Context: an optimization exercise on an open-source flow, tuned for small area. The choices shown serve that exercise and are no tape-out recipe.
No functional check of the RTL was part of this run.
Power is estimated from default activity; no workload was simulated.

`flow/config.mk`:
```
export PLATFORM = sky130hd
export DESIGN_NAME = alu32_top
export DESIGN_NICKNAME = alu32_top
export VERILOG_FILES = /design/flow/design.v
export SDC_FILE = /design/flow/constraint.sdc
export NUM_CORES = 4
export LEC_CHECK = 0
export CAP_MARGIN = 20
export CORE_MARGIN = 2
export CORE_UTILIZATION = 40
export SLEW_MARGIN = 20
export SYNTH_HIERARCHICAL = 1
export SYNTH_MINIMUM_KEEP_SIZE = 0
```
`flow/constraint.sdc`:
```
create_clock -name core_clock -period 5.0 [get_ports {clk}]
set_input_delay 1.0000 -clock core_clock [delete_from_list [all_inputs] [get_ports {clk}]]
set_output_delay 1.0000 -clock core_clock [all_outputs]
set_load 0.01 [all_outputs]
```
`flow/design.v`:
```
`timescale 1ns / 1ps
module alu32_top(
    input  wire        clk,
    input  wire [31:0] a,
    input  wire [31:0] b,
    input  wire [2:0]  op_code,
    output reg  [32:0] result,
    output reg         zero_flag,
    output reg         control_flag
    );
    reg  [31:0] a_q, b_q;
    reg  [2:0]  op_q;
    wire [32:0] alu_result;
    wire        alu_zero, alu_control;
    always @(posedge clk) begin
        a_q  <= a;
        b_q  <= b;
        op_q <= op_code;
        result       <= alu_result;
        zero_flag    <= alu_zero;
        control_flag <= alu_control;
    end
    ALU_8_Bit #(.WIDTH(32)) u_alu (
        .A(a_q),
        .B(b_q),
        .op_code(op_q),
        .result(alu_result),
        .zero_flag(alu_zero),
        .control_flag(alu_control)
    );
endmodule

`timescale 1ns / 1ps
module ALU_8_Bit #(parameter WIDTH = 8) (A, B, op_code, result, zero_flag, control_flag);
    input  [WIDTH-1:0] A, B;
    input  [2:0] op_code;
    output zero_flag, control_flag;
    output [WIDTH:0] result;
    wire inv, ar, nar, kp, kg, nkp, nkg, op_add, op_sub, op_gt, op_eq, op_lt;
    alu_decode u_dec (.op(op_code), .inv(inv), .ar(ar), .nar(nar), .kp(kp), .kg(kg),
        .nkp(nkp), .nkg(nkg), .op_add(op_add), .op_sub(op_sub), .op_gt(op_gt),
        .op_eq(op_eq), .op_lt(op_lt));
    wire [31:0] bx;    
    wire [31:0] pp;    
    wire [31:0] gg;    
    wire [31:0] sx;    
    wire [31:0] lt;    
    wire [31:0] r;
    wire [32:0] cc;      
    assign cc[0] = inv;
    alu_xor2 u_bx0 (.a(B[0]), .b(inv), .y(bx[0]));
    alu_ha u_ha0 (.a(A[0]), .b(bx[0]), .s(pp[0]), .c(gg[0]));
    alu_a21oi u_c0 (.a1(pp[0]), .a2(cc[0]), .b1(gg[0]), .y(cc[1]));
    alu_xor2 u_bx1 (.a(B[1]), .b(inv), .y(bx[1]));
    alu_xnor2 u_np1 (.a(A[1]), .b(bx[1]), .y(pp[1]));
    alu_nand2 u_ng1 (.a(A[1]), .b(bx[1]), .y(gg[1]));
    alu_o21ai u_c1 (.a1(pp[1]), .a2(cc[1]), .b1(gg[1]), .y(cc[2]));
    alu_xor2 u_bx2 (.a(B[2]), .b(inv), .y(bx[2]));
    alu_ha u_ha2 (.a(A[2]), .b(bx[2]), .s(pp[2]), .c(gg[2]));
    alu_a21oi u_c2 (.a1(pp[2]), .a2(cc[2]), .b1(gg[2]), .y(cc[3]));
    alu_xor2 u_bx3 (.a(B[3]), .b(inv), .y(bx[3]));
    alu_xnor2 u_np3 (.a(A[3]), .b(bx[3]), .y(pp[3]));
    alu_nand2 u_ng3 (.a(A[3]), .b(bx[3]), .y(gg[3]));
    alu_o21ai u_c3 (.a1(pp[3]), .a2(cc[3]), .b1(gg[3]), .y(cc[4]));
    alu_xor2 u_bx4 (.a(B[4]), .b(inv), .y(bx[4]));
    alu_ha u_ha4 (.a(A[4]), .b(bx[4]), .s(pp[4]), .c(gg[4]));
    alu_a21oi u_c4 (.a1(pp[4]), .a2(cc[4]), .b1(gg[4]), .y(cc[5]));
    alu_xor2 u_bx5 (.a(B[5]), .b(inv), .y(bx[5]));
    alu_xnor2 u_np5 (.a(A[5]), .b(bx[5]), .y(pp[5]));
    alu_nand2 u_ng5 (.a(A[5]), .b(bx[5]), .y(gg[5]));
    alu_o21ai u_c5 (.a1(pp[5]), .a2(cc[5]), .b1(gg[5]), .y(cc[6]));
    alu_xor2 u_bx6 (.a(B[6]), .b(inv), .y(bx[6]));
    alu_ha u_ha6 (.a(A[6]), .b(bx[6]), .s(pp[6]), .c(gg[6]));
    alu_a21oi u_c6 (.a1(pp[6]), .a2(cc[6]), .b1(gg[6]), .y(cc[7]));
    alu_xor2 u_bx7 (.a(B[7]), .b(inv), .y(bx[7]));
    alu_xnor2 u_np7 (.a(A[7]), .b(bx[7]), .y(pp[7]));
    alu_nand2 u_ng7 (.a(A[7]), .b(bx[7]), .y(gg[7]));
    alu_o21ai u_c7 (.a1(pp[7]), .a2(cc[7]), .b1(gg[7]), .y(cc[8]));
    alu_xor2 u_bx8 (.a(B[8]), .b(inv), .y(bx[8]));
    alu_ha u_ha8 (.a(A[8]), .b(bx[8]), .s(pp[8]), .c(gg[8]));
    alu_xor2 u_bx9 (.a(B[9]), .b(inv), .y(bx[9]));
    alu_xnor2 u_np9 (.a(A[9]), .b(bx[9]), .y(pp[9]));
    alu_nand2 u_ng9 (.a(A[9]), .b(bx[9]), .y(gg[9]));
    alu_xor2 u_bx10 (.a(B[10]), .b(inv), .y(bx[10]));
    alu_ha u_ha10 (.a(A[10]), .b(bx[10]), .s(pp[10]), .c(gg[10]));
    alu_xor2 u_bx11 (.a(B[11]), .b(inv), .y(bx[11]));
    alu_xnor2 u_np11 (.a(A[11]), .b(bx[11]), .y(pp[11]));
    alu_nand2 u_ng11 (.a(A[11]), .b(bx[11]), .y(gg[11]));
    wire P8, G8;
    alu_gp #(.N(4), .INV(4'b1010), .OINV(0)) u_gp8 (.pi(pp[11:8]), .gi(gg[11:8]), .P(P8), .G(G8));
    alu_a21oi u_c8 (.a1(pp[8]), .a2(cc[8]), .b1(gg[8]), .y(cc[9]));
    alu_o21ai u_c9 (.a1(pp[9]), .a2(cc[9]), .b1(gg[9]), .y(cc[10]));
    alu_a21oi u_c10 (.a1(pp[10]), .a2(cc[10]), .b1(gg[10]), .y(cc[11]));
    alu_a21oi u_gc8 (.a1(P8), .a2(cc[8]), .b1(G8), .y(cc[12]));
    alu_xor2 u_bx12 (.a(B[12]), .b(inv), .y(bx[12]));
    alu_xnor2 u_np12 (.a(A[12]), .b(bx[12]), .y(pp[12]));
    alu_nand2 u_ng12 (.a(A[12]), .b(bx[12]), .y(gg[12]));
    alu_xor2 u_bx13 (.a(B[13]), .b(inv), .y(bx[13]));
    alu_ha u_ha13 (.a(A[13]), .b(bx[13]), .s(pp[13]), .c(gg[13]));
    alu_xor2 u_bx14 (.a(B[14]), .b(inv), .y(bx[14]));
    alu_xnor2 u_np14 (.a(A[14]), .b(bx[14]), .y(pp[14]));
    alu_nand2 u_ng14 (.a(A[14]), .b(bx[14]), .y(gg[14]));
    alu_xor2 u_bx15 (.a(B[15]), .b(inv), .y(bx[15]));
    alu_ha u_ha15 (.a(A[15]), .b(bx[15]), .s(pp[15]), .c(gg[15]));
    wire P12, G12;
    alu_gp #(.N(4), .INV(4'b0101), .OINV(1)) u_gp12 (.pi(pp[15:12]), .gi(gg[15:12]), .P(P12), .G(G12));
    alu_o21ai u_c12 (.a1(pp[12]), .a2(cc[12]), .b1(gg[12]), .y(cc[13]));
    alu_a21oi u_c13 (.a1(pp[13]), .a2(cc[13]), .b1(gg[13]), .y(cc[14]));
    alu_o21ai u_c14 (.a1(pp[14]), .a2(cc[14]), .b1(gg[14]), .y(cc[15]));
    alu_o21ai u_gc12 (.a1(P12), .a2(cc[12]), .b1(G12), .y(cc[16]));
    alu_xor2 u_bx16 (.a(B[16]), .b(inv), .y(bx[16]));
    alu_ha u_ha16 (.a(A[16]), .b(bx[16]), .s(pp[16]), .c(gg[16]));
    alu_xor2 u_bx17 (.a(B[17]), .b(inv), .y(bx[17]));
    alu_xnor2 u_np17 (.a(A[17]), .b(bx[17]), .y(pp[17]));
    alu_nand2 u_ng17 (.a(A[17]), .b(bx[17]), .y(gg[17]));
    alu_xor2 u_bx18 (.a(B[18]), .b(inv), .y(bx[18]));
    alu_ha u_ha18 (.a(A[18]), .b(bx[18]), .s(pp[18]), .c(gg[18]));
    alu_xor2 u_bx19 (.a(B[19]), .b(inv), .y(bx[19]));
    alu_xnor2 u_np19 (.a(A[19]), .b(bx[19]), .y(pp[19]));
    alu_nand2 u_ng19 (.a(A[19]), .b(bx[19]), .y(gg[19]));
    wire P16, G16;
    alu_gp #(.N(4), .INV(4'b1010), .OINV(0)) u_gp16 (.pi(pp[19:16]), .gi(gg[19:16]), .P(P16), .G(G16));
    alu_a21oi u_c16 (.a1(pp[16]), .a2(cc[16]), .b1(gg[16]), .y(cc[17]));
    alu_o21ai u_c17 (.a1(pp[17]), .a2(cc[17]), .b1(gg[17]), .y(cc[18]));
    alu_a21oi u_c18 (.a1(pp[18]), .a2(cc[18]), .b1(gg[18]), .y(cc[19]));
    alu_a21oi u_gc16 (.a1(P16), .a2(cc[16]), .b1(G16), .y(cc[20]));
    alu_xor2 u_bx20 (.a(B[20]), .b(inv), .y(bx[20]));
    alu_xnor2 u_np20 (.a(A[20]), .b(bx[20]), .y(pp[20]));
    alu_nand2 u_ng20 (.a(A[20]), .b(bx[20]), .y(gg[20]));
    alu_xor2 u_bx21 (.a(B[21]), .b(inv), .y(bx[21]));
    alu_ha u_ha21 (.a(A[21]), .b(bx[21]), .s(pp[21]), .c(gg[21]));
    alu_xor2 u_bx22 (.a(B[22]), .b(inv), .y(bx[22]));
    alu_xnor2 u_np22 (.a(A[22]), .b(bx[22]), .y(pp[22]));
    alu_nand2 u_ng22 (.a(A[22]), .b(bx[22]), .y(gg[22]));
    alu_xor2 u_bx23 (.a(B[23]), .b(inv), .y(bx[23]));
    alu_ha u_ha23 (.a(A[23]), .b(bx[23]), .s(pp[23]), .c(gg[23]));
    wire P20, G20;
    alu_gp #(.N(4), .INV(4'b0101), .OINV(1)) u_gp20 (.pi(pp[23:20]), .gi(gg[23:20]), .P(P20), .G(G20));
    alu_o21ai u_c20 (.a1(pp[20]), .a2(cc[20]), .b1(gg[20]), .y(cc[21]));
    alu_a21oi u_c21 (.a1(pp[21]), .a2(cc[21]), .b1(gg[21]), .y(cc[22]));
    alu_o21ai u_c22 (.a1(pp[22]), .a2(cc[22]), .b1(gg[22]), .y(cc[23]));
    alu_o21ai u_gc20 (.a1(P20), .a2(cc[20]), .b1(G20), .y(cc[24]));
    alu_xor2 u_bx24 (.a(B[24]), .b(inv), .y(bx[24]));
    alu_ha u_ha24 (.a(A[24]), .b(bx[24]), .s(pp[24]), .c(gg[24]));
    alu_xor2 u_bx25 (.a(B[25]), .b(inv), .y(bx[25]));
    alu_xnor2 u_np25 (.a(A[25]), .b(bx[25]), .y(pp[25]));
    alu_nand2 u_ng25 (.a(A[25]), .b(bx[25]), .y(gg[25]));
    alu_xor2 u_bx26 (.a(B[26]), .b(inv), .y(bx[26]));
    alu_ha u_ha26 (.a(A[26]), .b(bx[26]), .s(pp[26]), .c(gg[26]));
    alu_xor2 u_bx27 (.a(B[27]), .b(inv), .y(bx[27]));
    alu_xnor2 u_np27 (.a(A[27]), .b(bx[27]), .y(pp[27]));
    alu_nand2 u_ng27 (.a(A[27]), .b(bx[27]), .y(gg[27]));
    wire P24, G24;
    alu_gp #(.N(4), .INV(4'b1010), .OINV(0)) u_gp24 (.pi(pp[27:24]), .gi(gg[27:24]), .P(P24), .G(G24));
    alu_a21oi u_c24 (.a1(pp[24]), .a2(cc[24]), .b1(gg[24]), .y(cc[25]));
    alu_o21ai u_c25 (.a1(pp[25]), .a2(cc[25]), .b1(gg[25]), .y(cc[26]));
    alu_a21oi u_c26 (.a1(pp[26]), .a2(cc[26]), .b1(gg[26]), .y(cc[27]));
    alu_a21oi u_gc24 (.a1(P24), .a2(cc[24]), .b1(G24), .y(cc[28]));
    alu_xor2 u_bx28 (.a(B[28]), .b(inv), .y(bx[28]));
    alu_xnor2 u_np28 (.a(A[28]), .b(bx[28]), .y(pp[28]));
    alu_nand2 u_ng28 (.a(A[28]), .b(bx[28]), .y(gg[28]));
    alu_xor2 u_bx29 (.a(B[29]), .b(inv), .y(bx[29]));
    alu_ha u_ha29 (.a(A[29]), .b(bx[29]), .s(pp[29]), .c(gg[29]));
    alu_xor2 u_bx30 (.a(B[30]), .b(inv), .y(bx[30]));
    alu_xnor2 u_np30 (.a(A[30]), .b(bx[30]), .y(pp[30]));
    alu_nand2 u_ng30 (.a(A[30]), .b(bx[30]), .y(gg[30]));
    alu_xor2 u_bx31 (.a(B[31]), .b(inv), .y(bx[31]));
    alu_ha u_ha31 (.a(A[31]), .b(bx[31]), .s(pp[31]), .c(gg[31]));
    wire P28, G28;
    alu_gp #(.N(4), .INV(4'b0101), .OINV(1)) u_gp28 (.pi(pp[31:28]), .gi(gg[31:28]), .P(P28), .G(G28));
    alu_o21ai u_c28 (.a1(pp[28]), .a2(cc[28]), .b1(gg[28]), .y(cc[29]));
    alu_a21oi u_c29 (.a1(pp[29]), .a2(cc[29]), .b1(gg[29]), .y(cc[30]));
    alu_o21ai u_c30 (.a1(pp[30]), .a2(cc[30]), .b1(gg[30]), .y(cc[31]));
    alu_o21ai u_gc28 (.a1(P28), .a2(cc[28]), .b1(G28), .y(cc[32]));
    alu_xnor2 u_s0 (.a(pp[0]), .b(cc[0]), .y(sx[0]));
    alu_a22oi u_l0 (.a1(pp[0]), .a2(kp), .b1(gg[0]), .b2(kg), .y(lt[0]));
    alu_xor2 u_s1 (.a(pp[1]), .b(cc[1]), .y(sx[1]));
    alu_o22ai u_l1 (.a1(pp[1]), .a2(nkp), .b1(gg[1]), .b2(nkg), .y(lt[1]));
    alu_xnor2 u_s2 (.a(pp[2]), .b(cc[2]), .y(sx[2]));
    alu_a22oi u_l2 (.a1(pp[2]), .a2(kp), .b1(gg[2]), .b2(kg), .y(lt[2]));
    alu_xor2 u_s3 (.a(pp[3]), .b(cc[3]), .y(sx[3]));
    alu_o22ai u_l3 (.a1(pp[3]), .a2(nkp), .b1(gg[3]), .b2(nkg), .y(lt[3]));
    alu_xnor2 u_s4 (.a(pp[4]), .b(cc[4]), .y(sx[4]));
    alu_a22oi u_l4 (.a1(pp[4]), .a2(kp), .b1(gg[4]), .b2(kg), .y(lt[4]));
    alu_xor2 u_s5 (.a(pp[5]), .b(cc[5]), .y(sx[5]));
    alu_o22ai u_l5 (.a1(pp[5]), .a2(nkp), .b1(gg[5]), .b2(nkg), .y(lt[5]));
    alu_xnor2 u_s6 (.a(pp[6]), .b(cc[6]), .y(sx[6]));
    alu_a22oi u_l6 (.a1(pp[6]), .a2(kp), .b1(gg[6]), .b2(kg), .y(lt[6]));
    alu_xor2 u_s7 (.a(pp[7]), .b(cc[7]), .y(sx[7]));
    alu_o22ai u_l7 (.a1(pp[7]), .a2(nkp), .b1(gg[7]), .b2(nkg), .y(lt[7]));
    alu_xnor2 u_s8 (.a(pp[8]), .b(cc[8]), .y(sx[8]));
    alu_a22oi u_l8 (.a1(pp[8]), .a2(kp), .b1(gg[8]), .b2(kg), .y(lt[8]));
    alu_xor2 u_s9 (.a(pp[9]), .b(cc[9]), .y(sx[9]));
    alu_o22ai u_l9 (.a1(pp[9]), .a2(nkp), .b1(gg[9]), .b2(nkg), .y(lt[9]));
    alu_xnor2 u_s10 (.a(pp[10]), .b(cc[10]), .y(sx[10]));
    alu_a22oi u_l10 (.a1(pp[10]), .a2(kp), .b1(gg[10]), .b2(kg), .y(lt[10]));
    alu_xor2 u_s11 (.a(pp[11]), .b(cc[11]), .y(sx[11]));
    alu_o22ai u_l11 (.a1(pp[11]), .a2(nkp), .b1(gg[11]), .b2(nkg), .y(lt[11]));
    alu_xor2 u_s12 (.a(pp[12]), .b(cc[12]), .y(sx[12]));
    alu_o22ai u_l12 (.a1(pp[12]), .a2(nkp), .b1(gg[12]), .b2(nkg), .y(lt[12]));
    alu_xnor2 u_s13 (.a(pp[13]), .b(cc[13]), .y(sx[13]));
    alu_a22oi u_l13 (.a1(pp[13]), .a2(kp), .b1(gg[13]), .b2(kg), .y(lt[13]));
    alu_xor2 u_s14 (.a(pp[14]), .b(cc[14]), .y(sx[14]));
    alu_o22ai u_l14 (.a1(pp[14]), .a2(nkp), .b1(gg[14]), .b2(nkg), .y(lt[14]));
    alu_xnor2 u_s15 (.a(pp[15]), .b(cc[15]), .y(sx[15]));
    alu_a22oi u_l15 (.a1(pp[15]), .a2(kp), .b1(gg[15]), .b2(kg), .y(lt[15]));
    alu_xnor2 u_s16 (.a(pp[16]), .b(cc[16]), .y(sx[16]));
    alu_a22oi u_l16 (.a1(pp[16]), .a2(kp), .b1(gg[16]), .b2(kg), .y(lt[16]));
    alu_xor2 u_s17 (.a(pp[17]), .b(cc[17]), .y(sx[17]));
    alu_o22ai u_l17 (.a1(pp[17]), .a2(nkp), .b1(gg[17]), .b2(nkg), .y(lt[17]));
    alu_xnor2 u_s18 (.a(pp[18]), .b(cc[18]), .y(sx[18]));
    alu_a22oi u_l18 (.a1(pp[18]), .a2(kp), .b1(gg[18]), .b2(kg), .y(lt[18]));
    alu_xor2 u_s19 (.a(pp[19]), .b(cc[19]), .y(sx[19]));
    alu_o22ai u_l19 (.a1(pp[19]), .a2(nkp), .b1(gg[19]), .b2(nkg), .y(lt[19]));
    alu_xor2 u_s20 (.a(pp[20]), .b(cc[20]), .y(sx[20]));
    alu_o22ai u_l20 (.a1(pp[20]), .a2(nkp), .b1(gg[20]), .b2(nkg), .y(lt[20]));
    alu_xnor2 u_s21 (.a(pp[21]), .b(cc[21]), .y(sx[21]));
    alu_a22oi u_l21 (.a1(pp[21]), .a2(kp), .b1(gg[21]), .b2(kg), .y(lt[21]));
    alu_xor2 u_s22 (.a(pp[22]), .b(cc[22]), .y(sx[22]));
    alu_o22ai u_l22 (.a1(pp[22]), .a2(nkp), .b1(gg[22]), .b2(nkg), .y(lt[22]));
    alu_xnor2 u_s23 (.a(pp[23]), .b(cc[23]), .y(sx[23]));
    alu_a22oi u_l23 (.a1(pp[23]), .a2(kp), .b1(gg[23]), .b2(kg), .y(lt[23]));
    alu_xnor2 u_s24 (.a(pp[24]), .b(cc[24]), .y(sx[24]));
    alu_a22oi u_l24 (.a1(pp[24]), .a2(kp), .b1(gg[24]), .b2(kg), .y(lt[24]));
    alu_xor2 u_s25 (.a(pp[25]), .b(cc[25]), .y(sx[25]));
    alu_o22ai u_l25 (.a1(pp[25]), .a2(nkp), .b1(gg[25]), .b2(nkg), .y(lt[25]));
    alu_xnor2 u_s26 (.a(pp[26]), .b(cc[26]), .y(sx[26]));
    alu_a22oi u_l26 (.a1(pp[26]), .a2(kp), .b1(gg[26]), .b2(kg), .y(lt[26]));
    alu_xor2 u_s27 (.a(pp[27]), .b(cc[27]), .y(sx[27]));
    alu_o22ai u_l27 (.a1(pp[27]), .a2(nkp), .b1(gg[27]), .b2(nkg), .y(lt[27]));
    alu_xor2 u_s28 (.a(pp[28]), .b(cc[28]), .y(sx[28]));
    alu_o22ai u_l28 (.a1(pp[28]), .a2(nkp), .b1(gg[28]), .b2(nkg), .y(lt[28]));
    alu_xnor2 u_s29 (.a(pp[29]), .b(cc[29]), .y(sx[29]));
    alu_a22oi u_l29 (.a1(pp[29]), .a2(kp), .b1(gg[29]), .b2(kg), .y(lt[29]));
    alu_xor2 u_s30 (.a(pp[30]), .b(cc[30]), .y(sx[30]));
    alu_o22ai u_l30 (.a1(pp[30]), .a2(nkp), .b1(gg[30]), .b2(nkg), .y(lt[30]));
    alu_xnor2 u_s31 (.a(pp[31]), .b(cc[31]), .y(sx[31]));
    alu_a22oi u_l31 (.a1(pp[31]), .a2(kp), .b1(gg[31]), .b2(kg), .y(lt[31]));
    wire eq, hi, cmp, ncmp;
    alu_and #(.N(14), .INV(14'b10101010101010)) u_eq (.a({pp[7], pp[6], pp[5], pp[4], pp[3], pp[2], pp[1], pp[0], P28, P24, P20, P16, P12, P8}), .y(eq));
    alu_flags #(.CINV(0)) u_fl (.ci(cc[32]), .eq(eq), .op_add(op_add), .op_sub(op_sub), .op_gt(op_gt),
        .op_eq(op_eq), .op_lt(op_lt), .hi(hi), .cmp(cmp), .ncmp(ncmp));
    alu_o211ai u_r0 (.a1(sx[0]), .a2(nar), .b1(lt[0]), .c1(ncmp), .y(r[0]));
    alu_a21o u_r1 (.a1(sx[1]), .a2(ar), .b1(lt[1]), .y(r[1]));
    alu_o21ai u_r2 (.a1(sx[2]), .a2(nar), .b1(lt[2]), .y(r[2]));
    alu_a21o u_r3 (.a1(sx[3]), .a2(ar), .b1(lt[3]), .y(r[3]));
    alu_o21ai u_r4 (.a1(sx[4]), .a2(nar), .b1(lt[4]), .y(r[4]));
    alu_a21o u_r5 (.a1(sx[5]), .a2(ar), .b1(lt[5]), .y(r[5]));
    alu_o21ai u_r6 (.a1(sx[6]), .a2(nar), .b1(lt[6]), .y(r[6]));
    alu_a21o u_r7 (.a1(sx[7]), .a2(ar), .b1(lt[7]), .y(r[7]));
    alu_o21ai u_r8 (.a1(sx[8]), .a2(nar), .b1(lt[8]), .y(r[8]));
    alu_a21o u_r9 (.a1(sx[9]), .a2(ar), .b1(lt[9]), .y(r[9]));
    alu_o21ai u_r10 (.a1(sx[10]), .a2(nar), .b1(lt[10]), .y(r[10]));
    alu_a21o u_r11 (.a1(sx[11]), .a2(ar), .b1(lt[11]), .y(r[11]));
    alu_a21o u_r12 (.a1(sx[12]), .a2(ar), .b1(lt[12]), .y(r[12]));
    alu_o21ai u_r13 (.a1(sx[13]), .a2(nar), .b1(lt[13]), .y(r[13]));
    alu_a21o u_r14 (.a1(sx[14]), .a2(ar), .b1(lt[14]), .y(r[14]));
    alu_o21ai u_r15 (.a1(sx[15]), .a2(nar), .b1(lt[15]), .y(r[15]));
    alu_o21ai u_r16 (.a1(sx[16]), .a2(nar), .b1(lt[16]), .y(r[16]));
    alu_a21o u_r17 (.a1(sx[17]), .a2(ar), .b1(lt[17]), .y(r[17]));
    alu_o21ai u_r18 (.a1(sx[18]), .a2(nar), .b1(lt[18]), .y(r[18]));
    alu_a21o u_r19 (.a1(sx[19]), .a2(ar), .b1(lt[19]), .y(r[19]));
    alu_a21o u_r20 (.a1(sx[20]), .a2(ar), .b1(lt[20]), .y(r[20]));
    alu_o21ai u_r21 (.a1(sx[21]), .a2(nar), .b1(lt[21]), .y(r[21]));
    alu_a21o u_r22 (.a1(sx[22]), .a2(ar), .b1(lt[22]), .y(r[22]));
    alu_o21ai u_r23 (.a1(sx[23]), .a2(nar), .b1(lt[23]), .y(r[23]));
    alu_o21ai u_r24 (.a1(sx[24]), .a2(nar), .b1(lt[24]), .y(r[24]));
    alu_a21o u_r25 (.a1(sx[25]), .a2(ar), .b1(lt[25]), .y(r[25]));
    alu_o21ai u_r26 (.a1(sx[26]), .a2(nar), .b1(lt[26]), .y(r[26]));
    alu_a21o u_r27 (.a1(sx[27]), .a2(ar), .b1(lt[27]), .y(r[27]));
    alu_a21o u_r28 (.a1(sx[28]), .a2(ar), .b1(lt[28]), .y(r[28]));
    alu_o21ai u_r29 (.a1(sx[29]), .a2(nar), .b1(lt[29]), .y(r[29]));
    alu_a21o u_r30 (.a1(sx[30]), .a2(ar), .b1(lt[30]), .y(r[30]));
    alu_o21ai u_r31 (.a1(sx[31]), .a2(nar), .b1(lt[31]), .y(r[31]));
    assign result = {hi, r};
    assign control_flag = hi;
    wire ze;
    alu_nor #(.N(19)) u_zlo (.a(r[19:1]), .y(ze));
    wire zp0;
    alu_nor2 u_zp0 (.a(r[20]), .b(r[21]), .y(zp0));
    wire zp1;
    alu_nor2 u_zp1 (.a(r[22]), .b(r[23]), .y(zp1));
    wire zp2;
    alu_nor2 u_zp2 (.a(r[24]), .b(r[25]), .y(zp2));
    wire zp3;
    alu_nor2 u_zp3 (.a(r[26]), .b(r[27]), .y(zp3));
    wire zp4;
    alu_nor2 u_zp4 (.a(r[28]), .b(r[29]), .y(zp4));
    wire zp5;
    alu_nor2 u_zp5 (.a(r[30]), .b(r[31]), .y(zp5));
    wire zp6;
    alu_nor2 u_zp6 (.a(hi), .b(r[0]), .y(zp6));
    wire zn0;
    alu_nand #(.N(4)) u_zn0 (.a({ze, zp0, zp1, zp2}), .y(zn0));
    wire zn1;
    alu_nand #(.N(4)) u_zn1 (.a({zp3, zp4, zp5, zp6}), .y(zn1));
    alu_nor #(.N(2)) u_z (.a({zn0, zn1}), .y(zero_flag));
endmodule
module alu_xor2 (input a, input b, output y);
    assign y = a ^ b;
endmodule
module alu_xnor2 (input a, input b, output y);
    assign y = ~(a ^ b);
endmodule
module alu_ha (input a, input b, output s, output c);
    assign s = a ^ b;
    assign c = a & b;
endmodule
module alu_nand2 (input a, input b, output y);
    assign y = ~(a & b);
endmodule
module alu_nor2 (input a, input b, output y);
    assign y = ~(a | b);
endmodule
module alu_inv (input a, output y);
    assign y = ~a;
endmodule
module alu_a21oi (input a1, input a2, input b1, output y);
    assign y = ~((a1 & a2) | b1);
endmodule
module alu_o21ai (input a1, input a2, input b1, output y);
    assign y = ~((a1 | a2) & b1);
endmodule
module alu_a21o (input a1, input a2, input b1, output y);
    assign y = (a1 & a2) | b1;
endmodule
module alu_a22oi (input a1, input a2, input b1, input b2, output y);
    assign y = ~((a1 & a2) | (b1 & b2));
endmodule
module alu_o22ai (input a1, input a2, input b1, input b2, output y);
    assign y = ~((a1 | a2) & (b1 | b2));
endmodule
module alu_o211ai (input a1, input a2, input b1, input c1, output y);
    assign y = ~((a1 | a2) & b1 & c1);
endmodule
module alu_a211o (input a1, input a2, input b1, input c1, output y);
    assign y = (a1 & a2) | b1 | c1;
endmodule
module alu_gp #(parameter N = 4, parameter [N-1:0] INV = 0, parameter OINV = 0)
               (input [N-1:0] pi, input [N-1:0] gi, output P, output G);
    wire [N-1:0] p = pi ^ INV;
    wire [N-1:0] g = gi ^ INV;
    integer k;
    reg gg;
    always @* begin
        gg = g[0];
        for (k = 1; k < N; k = k + 1) gg = g[k] | (p[k] & gg);
    end
    assign G = gg ^ OINV;
    assign P = (&p) ^ OINV;
endmodule
module alu_and #(parameter N = 8, parameter [N-1:0] INV = 0) (input [N-1:0] a, output y);
    assign y = &(a ^ INV);
endmodule
module alu_nor #(parameter N = 8) (input [N-1:0] a, output y);
    assign y = ~|a;
endmodule
module alu_nand #(parameter N = 4) (input [N-1:0] a, output y);
    assign y = ~&a;
endmodule
module alu_decode (input [2:0] op, output inv, output ar, output nar, output kp, output kg,
                   output nkp, output nkg, output op_add, output op_sub, output op_gt,
                   output op_eq, output op_lt);
    assign op_add = (op == 3'b000);
    assign op_sub = (op == 3'b001);
    assign op_gt  = (op == 3'b010);
    assign op_eq  = (op == 3'b011);
    assign op_lt  = (op == 3'b100);
    assign inv = op_sub | op_gt | op_eq | op_lt;
    assign ar  = op_add | op_sub;
    assign nar = ~ar;
    assign kp  = (op == 3'b110) | (op == 3'b111);
    assign kg  = (op == 3'b101) | (op == 3'b110);
    assign nkp = ~kp;
    assign nkg = ~kg;
endmodule
module alu_flags #(parameter CINV = 0) (input ci, input eq, input op_add, input op_sub, input op_gt, input op_eq,
                  input op_lt, output hi, output cmp, output ncmp);
    wire co = ci ^ CINV;
    assign hi = (op_add & co) | (op_sub & ~co);
    assign cmp = (op_gt & co & ~eq) | (op_eq & eq) | (op_lt & ~co);
    assign ncmp = ~cmp;
endmodule
```
`flow/flow/run.sh`:
```
#!/bin/bash
# Standard ORFS layout with these changes: the port buffers use the smallest buffer cell;
# every combinational cell is put at its smallest drive strength after floorplanning (the
# repair steps then size up only what timing needs); clock tree synthesis adds no dummy
# loads; power recovery downsizes non-critical cells after global routing.
set -euo pipefail
W=$(pwd)
bash standard.sh BUFFER_PORTS_ARGS="-buffer_cell sky130_fd_sc_hd__buf_1" \
  POST_FLOORPLAN_TCL="$W/flow/downsize.tcl" \
  CTS_ARGS="-sink_clustering_enable -repair_clock_nets -dont_use_dummy_load" \
  RECOVER_POWER=100 finish > make_finish.log 2>&1
```
`flow/flow/downsize.tcl`:
```
# POST_FLOORPLAN hook: put every combinational cell at the smallest drive strength of its
# family; the later repair steps size up what timing needs.
set n 0
foreach inst [[ord::get_db_block] getInsts] {
  set m [$inst getMaster]
  set name [$m getName]
  if {![regexp {^(sky130_fd_sc_hd__[a-z0-9]+)_([0-9]+)$} $name -> base sz]} { continue }
  if {[string match {*df*} $base] || [string match {*clk*} $base] || [string match {*tap*} $base]
      || [string match {*conb*} $base] || [string match {*dl*} $base]} { continue }
  set best ""
  set best_a 1e9
  foreach lc [get_lib_cells ${base}_*] {
    set ln [get_name $lc]
    if {![regexp "^${base}_\[0-9\]+\$" $ln]} { continue }
    if {[get_property $lc dont_use]} { continue }
    set a [get_property $lc area]
    if {$a < $best_a} { set best_a $a; set best $ln }
  }
  if {$best ne "" && $best ne $name} {
    $inst swapMaster [[ord::get_db] findMaster $best]
    incr n
  }
}
puts "downsize: replaced $n cells"
```
`flow/standard.sh`:
```
#!/bin/bash
# synth_recipe.tcl (not shown) runs the flow's synth.tcl, then flattens the netlist and writes it again
# the make line also repeats each setting of config.mk as NAME=value (left out here)
make -C /OpenROAD-flow-scripts/flow DESIGN_CONFIG=/design/flow/config.mk WORK_HOME=/design/flow/orfs CLKGATE_MAP_FILE= SYNTH_SCRIPT=/design/flow/synth_recipe.tcl "${@:-finish}"
```
==> run summary <==
## per-layer routing
metal / vias to the layer above / share of wire (%) / wire (um)
li1: 1644 / - / -
met1: 1477 / 46 / 4456
met2: 88 / 47 / 4589
met3: 12 / 4.5 / 439
met4: 0 / 2.2 / 210
met5: - / 0 / 0
## layout make-up
class / instances / area, um^2 / share of cell area [%]
tap: 136 / 170.2 / 3.440
multi-input combinational: 269 / 2021 / 40.86
sequential: 102 / 2042 / 41.29
inverter: 21 / 78.83 / 1.594
timing repair buffer: 120 / 510.5 / 10.32
clock buffer: 9 / 123.9 / 2.504
## per-stage QoR
stage	setup WS, ps	hold slack, ps	instance area (um^2)	utilization, %
after detailed placement	-362.4	658.9	4741	45.92
after global routing	-18.94	694.8	4946	47.91
after global placement	-33.13	641.4	4741	45.92
after floorplan	59.29	614.1	4273	-
final	387.3	668.0	4946	47.91
after CTS	25.04	668.4	4883	47.30
## flip-flops by register name, summed over array words and instances (netlist names)
signal,cells
op_q,3
result,33
b_q,32
a_q,32
zero_flag,1
control_flag,1
## worst min-delay path, cell delays in order (launching register included)
cell and delay [ps]:
dfxtp_1 320, nand2_1 80, o22ai_1 70, a21o_1 160
## power breakdown
group / internal (W) / leakage, nW / switching (W) / total, W
clock: 0.000162 / 0.0647 / 0.000245 / 0.000406
combinational: 0.000240 / 1.10 / 0.000324 / 0.000564
sequential: 0.000894 / 0.857 / 0.0000282 / 0.000923
## path summary, 6_finish.rpt
check,startpoint,endpoint,cells after the start
max,op_q[2]$_DFF_P_,zero_flag$_DFF_P_,25
min,a_q[11]$_DFF_P_,result[11]$_DFF_P_,3
max reg2reg,op_q[2]$_DFF_P_,zero_flag$_DFF_P_,25
min reg2reg,a_q[11]$_DFF_P_,result[11]$_DFF_P_,3
## what timing repair did
item / CTS / global route
pin swaps: 0 / 9
resized for setup: 7 / 19
buffers inserted: 0 / 3
setup endpoints to repair: 3 / 7
cloned: 0 / 0
==> impl_metrics.json <==
{
  "drv_slew": 0,
  "maxCapViolations": 0,
  "cts_made_buffers": 9,
  "crit_required_ps": 5310,
  "start_kind": "flop",
  "fmax_mhz": 216.8,
  "tightest_slew_ps": 1056,
  "hold_path.class": "reg -> reg",
  "postRouteAntennaNets": 0,
  "slew_headroom_pct": 29.57,
  "start_util_pct": 41.24,
  "status": "timing/DRC/antenna clean",
  "track_usage_pct": 17.04,
  "crit_type": "reg -> reg",
  "htreeDepth": 3,
  "ys_warn_count": 9,
  "avgViaCountPerCell": 4.903,
  "io_buffers": 102,
  "fillerInstances": 1016,
  "grt_max_degree": 18,
  "vdd_ir_drop_max_mv": 0.1300,
  "rrSetupSlack_ps": 390,
  "setup_viol": 0,
  "nets": 607,
  "setup_tns_ps": 0,
  "cts_num_sinks": 102,
  "grt_pass1_vias": 3108,
  "via_count": 3221,
  "power.leakage_nw": 2.024,
  "std_cell_rows": 37,
  "place_hpwl_um": 7118,
  "p_per_area_mw_per_mm2": 382.8,
  "routed_wl_um": 9696,
  "wl_per_cell_um": 14.76,
  "gr-max-usage-layer": "met2",
  "die_x_um": 107.2,
  "crit_top_cell": "a21oi_2",
  "dieArea_mm2": 0.01149,
  "grt_overflow_total": 0,
  "use_met1_pct": 21.72,
  "hold_buffers": 0,
  "synthCells": 394,
  "final_cell_mix": "102 x dfxtp_1, 102 x buf_1, 49 x xor2_1",
  "slowest_delay_ps": 360,
  "critical_path.max_fanout": 8,
  "area.growth.synth_to_final_pct": 16.16,
  "root_buffer": "clkbuf_8",
  "finalClockSkew_ps": 13.62,
  "antenna_cells": 0,
  "drive_above_1_share_pct": 8.061,
  "crit_path_end_kind": "flop",
  "dr.pass1.iters": 4,
  "die_h_um": 107.2,
  "use_met3_pct": 3.161,
  "finalNonFillerCells": 657,
  "cp_num_buf_inv": 2,
  "dp_cells": 645,
  "cts_buffer_depth": 2,
  "drtIter0Drc": 106,
  "cp_slowest_cell": "dfxtp_1",
  "core_area_mm2": 0.01032,
  "antenna_found_initial": 0,
  "hold_viol_final": 0,
  "io-pin-count": 103,
  "layout_worst_path_cycle_share_pct": 92.25,
  "clock_latency_ps": 380,
  "synth_area_mm2": 0.004258,
  "critPathArrivalTime_ps": 4920,
  "power.total_w": 0.001893,
  "syn_area_per_cell_um2": 10.81,
  "synth_nets": 478,
  "cpLargestDelayFamily": "compound AO/OA/AOI/OAI gates",
  "cts_tree": "done",
  "cts.clk_slew.worst_paths_ps": 80,
  "drcViolationCount": 0,
  "min_period_ps": 4613,
  "grt_use_met2_pct": 27.35,
  "grt_pass1_wl_um": 14950,
  "gp_congestion": 0.8845
}

## what the ideal ports hide
Ports are ideal in the flow. The routed layout listed here was re-timed in OpenROAD.
Step 1: set_driving_cell puts a clkbuf_16 on clk and a buf_2 on each other input, an assumption about the parent block.
Step 2 also shifts input and output timing later by t, the mid clock arrival at the registers, as if the neighbouring blocks saw the same clock.
Slacks: no drivers / after step 1 / after step 2; pairs: no drivers / after step 1.
t, ns: 0.408
slack for setup (ns): 0.387 / 0.387 / 0.387
worst setup path after step 2: register to register
latest minus earliest clock arrival (ns): 0.014 / 0.014
worst slew at a driven data input, ns: 0.04
After both steps this run still meets setup and hold. The setup slack of this run moves by 0.000 ns with the drivers and by 0.000 ns with both steps.
